What follows belongs to an exercise in optimizing a design on an open flow for small area and a short achievable clock period; a production flow would make more cautious choices.
Function was checked by simulation only, so behaviour that the tests miss may differ from the original.

==> 02-26 <==
## RISCV_TOP
module RISCV_TOP (
	input wire CLK,
	input wire RSTn,
	output wire I_MEM_CSN,
	input wire [31:0] I_MEM_DI, 
	output wire [11:0] I_MEM_ADDR, 
	output wire D_MEM_CSN,
	input wire [31:0] D_MEM_DI,
	output wire [31:0] D_MEM_DOUT,
	output wire [11:0] D_MEM_ADDR, 
	output wire D_MEM_WEN,
	output wire [3:0] D_MEM_BE,
	output wire RF_WE,
	output wire [4:0] RF_RA1,
	output wire [4:0] RF_RA2,
	output wire [4:0] RF_WA1,
	input wire [31:0] RF_RD1,
	input wire [31:0] RF_RD2,
	output wire [31:0] RF_WD,
	output wire HALT,                    
	output reg [31:0] NUM_INST,          
	output wire [31:0] OUTPUT_PORT       
	);
	wire [31:0] I = I_MEM_DI;
	wire [2:0] f3 = I[14:12];
	reg [11:1] PC;           
	reg haltReg;
	reg prevHaltA;           
	reg [11:1] PC_next;
	wire [31:0] numInc;
	RINC #(.W(32)) numinc (.a(NUM_INST), .s(numInc));
	always @ (posedge CLK) begin
		if (!RSTn) NUM_INST <= 32'd0;
		else NUM_INST <= numInc;
	end
	wire haltNow = prevHaltA && (I == 32'h00008067);
	always @ (posedge CLK) begin
		if (!RSTn) begin
			PC <= 11'd0;
			haltReg <= 1'b0;
		end
		else begin
			PC <= PC_next;
			if (haltNow) haltReg <= 1'b1;
		end
		prevHaltA <= (I == 32'h00c00093);
	end
	assign HALT = haltReg | haltNow;
  ...
==> flow/config.mk <==
export PLATFORM = sky130hd
export DESIGN_NAME = RISCV_TOP
export DESIGN_NICKNAME = RISCV_TOP
export VERILOG_FILES = /design/flow/design.v
export SDC_FILE = /design/flow/constraint.sdc
export NUM_CORES = 4
export LEC_CHECK = 0
export ABC_AREA = 1
export CAP_MARGIN = 20
export CORE_MARGIN = 2
export CORE_UTILIZATION = 55
export SLEW_MARGIN = 20
export SYNTH_HIERARCHICAL = 1
==> flow/constraint.sdc <==
create_clock -name core_clock -period 200.0 [get_ports {CLK}]
set_input_delay 40.0000 -clock core_clock [delete_from_list [all_inputs] [get_ports {CLK}]]
set_output_delay 40.0000 -clock core_clock [all_outputs]
set_load 0.01 [all_outputs]
run.sh (not shown) runs the stock make flow with config.mk's settings and CLKGATE_MAP_FILE= SYNTH_SCRIPT=/design/flow/synth_recipe.tcl, a recipe that flattens the netlist after the stock synthesis.
==> 05-03 (differences from 02-26) <==
--- a/flow/design.v
+++ b/flow/design.v
@@ -325,17 +325,18 @@
 	wire isBR   = (opc == 7'b1100011);
 	wire isJAL  = (opc == 7'b1101111);
 	wire isJALR = (opc == 7'b1100111);
 	wire isLUI  = (opc == 7'b0110111);
 	wire isAUI  = (opc == 7'b0010111);
 	assign RF_WE = isR | isI | isC | isLD | isJALR | isJAL | isLUI | isAUI;
 	assign D_MEM_WEN = ~isST;
-	assign D_MEM_BE = (f3[1:0] == 2'b00) ? 4'b0001 :
-	                  (f3[1:0] == 2'b01) ? 4'b0011 :
-	                  (f3[1:0] == 2'b10) ? 4'b1111 : 4'b0000;
+	wire isMem = isLD | isST;
+	assign D_MEM_BE = {4{isMem}} & ((f3[1:0] == 2'b00) ? 4'b0001 :
+	                                (f3[1:0] == 2'b01) ? 4'b0011 :
+	                                (f3[1:0] == 2'b10) ? 4'b1111 : 4'b0000);
 	reg [3:0] op;
 	always @(*) begin
 		if (isR)       op = {((f3 == 3'b000) || (f3 == 3'b101)) & I[30], f3};
 		else if (isI)  op = {(f3 == 3'b101) & I[30], f3};
 		else if (isC)  op = {f3, I[25]};
 		else if (isLUI) op = 4'b1001;
 		else           op = 4'b0000;
==> flow/flow/run.sh (new file) <==
#!/bin/bash
# The standard layout, with timing repair aiming for extra setup slack so
# that the resizer also speeds up the (already passing) critical path.
set -euo pipefail
bash standard.sh SETUP_SLACK_MARGIN=65 finish > orfs_make.log 2>&1
==> flow/standard.sh (new file) <==
#!/bin/bash
# synth_recipe.tcl (not shown) runs the flow's synth.tcl, then flattens the netlist and writes it again
# the make line also repeats each setting of config.mk as NAME=value (left out here)
make -C /OpenROAD-flow-scripts/flow DESIGN_CONFIG=/design/flow/config.mk WORK_HOME=/design/flow/orfs CLKGATE_MAP_FILE= SYNTH_SCRIPT=/design/flow/synth_recipe.tcl "${@:-finish}"
- CORE_UTILIZATION: 55 -> 65
removed: flow/run.sh
==> comparison <==
02-26 went through all stages and came out clean. 05-03 died in global routing.
Synthesized area is about the same in 02-26 and 05-03.
Of 02-26 and 05-03, 02-26 has the higher synthesized cell count (gap 0.34%, measured against 05-03).

* * *

==> run a <==
Another version of the RTL of RISCV_TOP (not shown whole).
export LEC_CHECK = 0
export ABC_AREA = 1
export CAP_MARGIN = 20
export CORE_MARGIN = 2
export CORE_UTILIZATION = 55
export SLEW_MARGIN = 20
export SYNTH_HIERARCHICAL = 1
create_clock -name core_clock -period 200.0 [get_ports {CLK}]
standard.sh (not shown) runs the stock make flow with config.mk's settings and CLKGATE_MAP_FILE= SYNTH_SCRIPT=/design/flow/synth_recipe.tcl, a recipe that flattens the netlist after the stock synthesis.
==> flow/flow/run.sh <==
#!/bin/bash
# The standard layout, except that the ports are buffered with the smallest
# buffer (buf_1) instead of the delay buffer buffer_ports picks by default.
set -euo pipefail
bash standard.sh "BUFFER_PORTS_ARGS=-buffer_cell sky130_fd_sc_hd__buf_1" finish > orfs_make.log 2>&1
==> run b (differences from run a) <==
==> flow/design.v (replaced) <==
module MULDIV (
	input  wire [31:0] A,
	input  wire [31:0] B,
	input  wire        MUL,
	output wire [31:0] C
	);
	wire [31:0] absA = A[31] ? (32'd0 - A) : A;
	wire sB = B[31];
	wire [31:0] hz;    
	wire [31:0] ho;    
	wire [31:0] lz;    
	assign hz[31] = 1'b1;
	assign ho[31] = 1'b1;
	assign lz[0] = ~B[0];
	genvar j;
	generate
		for (j = 30; j >= 0; j = j - 1) begin : g_hz
			assign hz[j] = hz[j+1] & ~B[j+1];
			assign ho[j] = ho[j+1] & B[j+1];
		end
		for (j = 1; j < 32; j = j + 1) begin : g_lz
			assign lz[j] = lz[j-1] & ~B[j];
		end
	endgenerate
	wire [31:0] bfit = sB ? (ho & ~lz) : hz;    
	wire [31:0] yd = ~(B ^ {32{sB}});           
	wire cind = ~MUL & ~sB;
	wire [31:0] rows [0:31];
	generate
		for (j = 0; j < 32; j = j + 1) begin : g_row
			wire [j:0] x;
			wire [j:0] y;
			wire [j:0] s;
			wire       co;
			wire       sel;
			if (j == 0) begin : g_first
				assign x = MUL ? 1'b0 : absA[31];
			end else begin : g_next
				assign x = {rows[j-1][j-1:0], MUL ? 1'b0 : absA[31-j]};
			end
			assign y = MUL ? (A[j:0] & {(j+1){B[31-j]}}) : yd[j:0];
			RADD #(.W(j+1), .ARCH(0)) add (.x(x), .y(y), .cin(cind), .s(s), .co(co));
			assign sel = MUL | (co & bfit[j]);
			if (j == 31) begin : g_last
				assign rows[j] = sel ? s : x;
			end else begin : g_pad
				assign rows[j] = {{(31-j){1'b0}}, sel ? s : x};
			end
		end
	endgenerate
	wire neg = ~MUL & A[31];
	assign C = neg ? (32'd0 - rows[31]) : rows[31];
endmodule
module RADD #(parameter W = 8, parameter ARCH = 0) (
	input  wire [W-1:0] x,
	input  wire [W-1:0] y,
	input  wire         cin,
	output wire [W-1:0] s,
	output wire         co
	);
	localparam L = (W <= 2) ? 1 : (W <= 4) ? 2 : (W <= 8) ? 3 : (W <= 16) ? 4 : 5;
	wire [W-1:0] p = x ^ y;
	wire [W-1:0] g0 = x & y;
	wire [W-1:0] c;    
	genvar l, i;
	generate
		if (ARCH == 0 || (ARCH == 3 && W <= 4)) begin : g_skl
			wire [W-1:0] gl [0:L];
			wire [W-1:0] pl [0:L];
			assign gl[0] = {g0[W-1:1], g0[0] | (p[0] & cin)};
			assign pl[0] = p;
			for (l = 0; l < L; l = l + 1) begin : g_lvl
				for (i = 0; i < W; i = i + 1) begin : g_bit
					if ((i >> l) & 1) begin : g_comb
						localparam integer K = ((i >> l) << l) - 1;
						assign gl[l+1][i] = gl[l][i] | (pl[l][i] & gl[l][K]);
						assign pl[l+1][i] = pl[l][i] & pl[l][K];
					end else begin : g_pass
						assign gl[l+1][i] = gl[l][i];
						assign pl[l+1][i] = pl[l][i];
					end
				end
			end
			assign c = gl[L];
		end else if (ARCH == 1) begin : g_bk
			wire [W-1:0] gu [0:L];
			wire [W-1:0] pu [0:L];
			wire [W-1:0] gd [0:L];
			assign gu[0] = {g0[W-1:1], g0[0] | (p[0] & cin)};
			assign pu[0] = p;
			for (l = 0; l < L; l = l + 1) begin : g_up
				for (i = 0; i < W; i = i + 1) begin : g_bit
					if (((i + 1) % (2 << l)) == 0) begin : g_comb
						assign gu[l+1][i] = gu[l][i] | (pu[l][i] & gu[l][i - (1 << l)]);
						assign pu[l+1][i] = pu[l][i] & pu[l][i - (1 << l)];
					end else begin : g_pass
						assign gu[l+1][i] = gu[l][i];
						assign pu[l+1][i] = pu[l][i];
					end
				end
			end
			assign gd[L] = gu[L];
			for (l = L - 1; l >= 0; l = l - 1) begin : g_dn
				for (i = 0; i < W; i = i + 1) begin : g_bit
					if (((i + 1) % (2 << l)) == (1 << l) && i >= (2 << l)) begin : g_comb
						assign gd[l][i] = gd[l+1][i] | (pu[l][i] & gd[l+1][i - (1 << l)]);
					end else begin : g_pass
						assign gd[l][i] = gd[l+1][i];
					end
				end
			end
			assign c = gd[0];
		end else if (ARCH == 2) begin : g_rc
			assign c[0] = g0[0] | (p[0] & cin);
			for (i = 1; i < W; i = i + 1) begin : g_bit
				assign c[i] = g0[i] | (p[i] & c[i-1]);
			end
		end else begin : g_sparse
			localparam NG = (W + 3) / 4;
			localparam LG = (NG <= 2) ? 1 : (NG <= 4) ? 2 : 3;
			wire [NG-1:0] GG, GP;
			for (i = 0; i < NG; i = i + 1) begin : g_grp
				localparam integer LO = 4 * i;
				localparam integer HI = (4 * i + 3 < W) ? 4 * i + 3 : W - 1;
				wire [HI-LO:0] gg, gp;
				assign gg[0] = (i == 0) ? (g0[0] | (p[0] & cin)) : g0[LO];
				assign gp[0] = p[LO];
				genvar b;
				for (b = 1; b <= HI - LO; b = b + 1) begin : g_b
					assign gg[b] = g0[LO+b] | (p[LO+b] & gg[b-1]);
					assign gp[b] = p[LO+b] & gp[b-1];
				end
				assign GG[i] = gg[HI-LO];
				assign GP[i] = gp[HI-LO];
			end
			wire [NG-1:0] gl [0:LG];
			wire [NG-1:0] pl [0:LG];
			assign gl[0] = GG;
			assign pl[0] = GP;
			for (l = 0; l < LG; l = l + 1) begin : g_lvl
				for (i = 0; i < NG; i = i + 1) begin : g_bit
					if ((i >> l) & 1) begin : g_comb
						localparam integer K = ((i >> l) << l) - 1;
						assign gl[l+1][i] = gl[l][i] | (pl[l][i] & gl[l][K]);
						assign pl[l+1][i] = pl[l][i] & pl[l][K];
					end else begin : g_pass
						assign gl[l+1][i] = gl[l][i];
						assign pl[l+1][i] = pl[l][i];
					end
				end
			end
			wire [NG-1:0] GC = gl[LG];
			for (i = 0; i < NG; i = i + 1) begin : g_in
				localparam integer LO = 4 * i;
				localparam integer HI = (4 * i + 3 < W) ? 4 * i + 3 : W - 1;
				wire ci = (i == 0) ? cin : GC[i-1];
				genvar b;
				assign c[LO] = g0[LO] | (p[LO] & ci);
				for (b = LO + 1; b <= HI; b = b + 1) begin : g_b
					assign c[b] = g0[b] | (p[b] & c[b-1]);
				end
			end
		end
		if (W == 1) begin : g_s1
			assign s = p ^ cin;
		end else begin : g_sn
			assign s = p ^ {c[W-2:0], cin};
		end
	endgenerate
	assign co = c[W-1];
endmodule
module RISCV_TOP (
	input wire CLK,
	input wire RSTn,
	output wire I_MEM_CSN,
	input wire [31:0] I_MEM_DI, 
	output wire [11:0] I_MEM_ADDR, 
	output wire D_MEM_CSN,
	input wire [31:0] D_MEM_DI,
	output wire [31:0] D_MEM_DOUT,
	output wire [11:0] D_MEM_ADDR, 
	output wire D_MEM_WEN,
	output wire [3:0] D_MEM_BE,
	output wire RF_WE,
	output wire [4:0] RF_RA1,
	output wire [4:0] RF_RA2,
	output wire [4:0] RF_WA1,
	input wire [31:0] RF_RD1,
	input wire [31:0] RF_RD2,
	output wire [31:0] RF_WD,
	output wire HALT,                    
	output reg [31:0] NUM_INST,          
	output wire [31:0] OUTPUT_PORT       
	);
	wire [31:0] I = I_MEM_DI;
	wire [2:0] f3 = I[14:12];
	reg [11:1] PC;           
	reg haltReg;
	reg prevHaltA;           
	reg [11:1] PC_next;
	always @ (posedge CLK) begin
		if (!RSTn) NUM_INST <= 32'd0;
		else NUM_INST <= NUM_INST + 1;
	end
	wire haltNow = prevHaltA && (I == 32'h00008067);
	always @ (posedge CLK) begin
		if (!RSTn) begin
			PC <= 11'd0;
			haltReg <= 1'b0;
		end
		else begin
			PC <= PC_next;
			if (haltNow) haltReg <= 1'b1;
		end
		prevHaltA <= (I == 32'h00c00093);
	end
	assign HALT = haltReg | haltNow;
	assign I_MEM_CSN = ~RSTn;
	assign D_MEM_CSN = ~RSTn;
	assign I_MEM_ADDR = {PC, 1'b0};
	assign RF_RA1 = I[19:15];
	assign RF_RA2 = I[24:20];
	assign RF_WA1 = I[11:7];
	assign D_MEM_DOUT = RF_RD2;
	assign OUTPUT_PORT = RF_WD;
	wire [6:0] opc = I[6:0];
	wire isR    = (opc == 7'b0110011);
	wire isI    = (opc == 7'b0010011);
	wire isC    = (opc == 7'b0001011);
	wire isLD   = (opc == 7'b0000011);
	wire isST   = (opc == 7'b0100011);
	wire isBR   = (opc == 7'b1100011);
	wire isJAL  = (opc == 7'b1101111);
	wire isJALR = (opc == 7'b1100111);
	wire isLUI  = (opc == 7'b0110111);
	wire isAUI  = (opc == 7'b0010111);
	assign RF_WE = isR | isI | isC | isLD | isJALR | isJAL | isLUI | isAUI;
	assign D_MEM_WEN = ~isST;
	assign D_MEM_BE = (f3[1:0] == 2'b00) ? 4'b0001 :
	                  (f3[1:0] == 2'b01) ? 4'b0011 :
	                  (f3[1:0] == 2'b10) ? 4'b1111 : 4'b0000;
	reg [3:0] op;
	always @(*) begin
		if (isR)       op = {((f3 == 3'b000) || (f3 == 3'b101)) & I[30], f3};
		else if (isI)  op = {(f3 == 3'b101) & I[30], f3};
		else if (isC)  op = {f3, I[25]};
		else if (isLUI) op = 4'b1001;
		else           op = 4'b0000;
	end
	wire [31:0] immI = {{20{I[31]}}, I[31:20]};
	wire [31:0] immS = {{20{I[31]}}, I[31:25], I[11:7]};
	wire [11:0] immB = {I[7], I[30:25], I[11:8], 1'b0};
	wire [11:0] immJ = {I[20], I[30:21], 1'b0};
	wire [31:0] immU = {I[31:12], 12'd0};
	wire useImm = isI | isLD | isJALR | isST | isLUI;
	wire [31:0] B = useImm ? (isST ? immS : (isLUI ? immU : immI)) : RF_RD2;
	wire [31:0] A = RF_RD1;
	wire sub = (op == 4'b1000) | (op == 4'b0010) | (op == 4'b0011) | isBR;
	wire [32:0] sum = {1'b0, A} + {1'b0, B ^ {32{sub}}} + {32'd0, sub};
	wire eq  = (A == B);
	wire ltu = ~sum[32];
	wire lt  = (A[31] ^ B[31]) ? A[31] : sum[31];
	wire [4:0] sh = B[4:0];
	wire shl = (op == 4'b0001);
	reg [31:0] shin;
	reg [31:0] shout;
	integer k;
	always @(*) begin
		for (k = 0; k < 32; k = k + 1) shin[k] = shl ? A[31-k] : A[k];
	end
	wire [63:0] shr = {{32{op[3] & A[31]}}, shin} >> sh;
	always @(*) begin
		for (k = 0; k < 32; k = k + 1) shout[k] = shl ? shr[31-k] : shr[k];
	end
	wire [31:0] md;
	MULDIV muldiv (.A(RF_RD1), .B(RF_RD2), .MUL(~I[25]), .C(md));
	wire isMD = isC & (f3 == 3'b111);
	reg [31:0] alu;
	always @(*) begin
		case (op)
			4'b0000, 4'b1000: alu = sum[31:0];
			4'b0111: alu = A & B;
			4'b0110: alu = A | B;
			4'b0100: alu = A ^ B;
			4'b0001, 4'b0101, 4'b1101: alu = shout;
			4'b0010: alu = {31'd0, lt};
			4'b0011: alu = {31'd0, ltu};
			4'b1100: alu = {31'd0, ~A[0]};
			4'b1001: alu = B;
			default: alu = 32'd0;
		endcase
	end
	wire [11:0] pc = {PC, 1'b0};
	wire [11:0] pc4 = pc + 12'd4;
	wire [11:0] tgt = pc + (isJAL ? immJ : immB);
	reg taken;
	always @(*) begin
		case (f3)
			3'b000: taken = eq;
			3'b001: taken = ~eq;
			3'b100: taken = lt;
			3'b101: taken = ~lt;
			3'b110: taken = ltu;
			3'b111: taken = ~ltu;
			default: taken = 1'b0;
		endcase
	end
	wire usePC = isBR | isJAL;
	wire [31:0] res0 = usePC ? {20'd0, tgt} : (isAUI ? {immU[31:12], pc} : alu);
	assign D_MEM_ADDR = isMD ? md[11:0] : res0[11:0];
	always @(*) begin
		if (isJAL | (isBR & taken)) PC_next = tgt[11:1];
		else if (isJALR)           PC_next = sum[11:1];
		else                       PC_next = pc4[11:1];
	end
	reg [31:0] ld;
	always @(*) begin
		case (f3)
			3'b000: ld = {{24{D_MEM_DI[7]}}, D_MEM_DI[7:0]};
			3'b001: ld = {{16{D_MEM_DI[15]}}, D_MEM_DI[15:0]};
			3'b100: ld = {24'd0, D_MEM_DI[7:0]};
			3'b101: ld = {16'd0, D_MEM_DI[15:0]};
			default: ld = D_MEM_DI;
		endcase
	end
	wire [31:0] wd0 = isLD ? ld :
	                  (isJAL | isJALR) ? {20'd0, pc4} :
	                  isBR ? {31'd0, taken} : res0;
	assign RF_WD = isMD ? md : wd0;
endmodule
==> flow/run.sh (new file) <==
#!/bin/bash
# synth_recipe.tcl (not shown) runs the flow's synth.tcl, then flattens the netlist and writes it again
# the make line also repeats each setting of config.mk as NAME=value (left out here)
make -C /OpenROAD-flow-scripts/flow DESIGN_CONFIG=/design/flow/config.mk WORK_HOME=/design/flow/orfs CLKGATE_MAP_FILE= SYNTH_SCRIPT=/design/flow/synth_recipe.tcl finish
Settings changed: CORE_UTILIZATION 55 to 50.
removed: flow/flow/run.sh
removed: flow/standard.sh
==> run_results.csv <==
group,metric,value,unit
status,outcome,"timing/DRC/antenna clean",
yosys,syn_avg_cell_area,5.675,um2
timing,holdWs,0.4616,ns
layout,final_cell_mix,"2,677 x nand2_1, 1,304 x inv_1, 828 x nand3_1",
worst_setup_path,critPathArrivalTime,115.17,ns
detailed_routing,met1_length,94.31,mm
timing,finalCriticalPeriod,155.17,ns
layout,postLayoutCoreUtil,0.5330,
layout,layout.cells.non_filler,10870,
Source of the figures above: run b

==> run_results.csv <==
group,metric,value,unit
status,outcome,"timing/DRC/antenna clean",
yosys,syn_avg_cell_area,6.568,um2
layout,postLayoutCoreUtil,0.5737,
timing,finalCriticalPeriod,146.15,ns
placement,pre_cts_slack,54.58,ns
timing,rsz0062_at_grt,"false",
worst_setup_path,critPathArrivalTime,106.15,ns
timing,holdWs,0.4650,ns
detailed_routing,met1_length,78.63,mm
layout,final_cell_mix,"1,582 x nand2_1, 973 x inv_1, 737 x nand3_1",
timing,maxSlewHeadroom,0.2602,
layout,layout.cells.non_filler,8542,
Source of the figures above: run a

static timing again, ports no longer ideal:
Ports are ideal in the flow. The routed layouts listed here were re-timed in OpenROAD. Step 1: set_driving_cell puts a clkbuf_16 on CLK and a buf_2 on each other input, an assumption about the parent block. Step 2 times the ports against the registers' clock, not the clock port: input delays grow and output delays shrink by t, the midpoint of the rising clock arrivals with the driver on. Three values: ideal ports, drivers, drivers and shift; two values: the first two.
| run | t, ns | slack for setup (ns) | hold WS [ns] | worst setup path after step 2 |
|---|---|---|---|---|
| 02-26 | 0.329 | 52.340 / 52.313 / 52.313 | 0.468 / 0.468 / 0.468 | input to output |
| run a | 0.333 | 53.850 / 53.827 / 53.827 | 0.465 / 0.465 / 0.465 | input to output |
| run b | 0.339 | 44.828 / 44.799 / 44.799 | 0.462 / 0.462 / 0.462 | input to output |
After both steps setup and hold are still met in every run listed. For run b, which loses most, drivers alone change the setup slack by -0.029 ns; drivers and shift together by -0.029 ns.
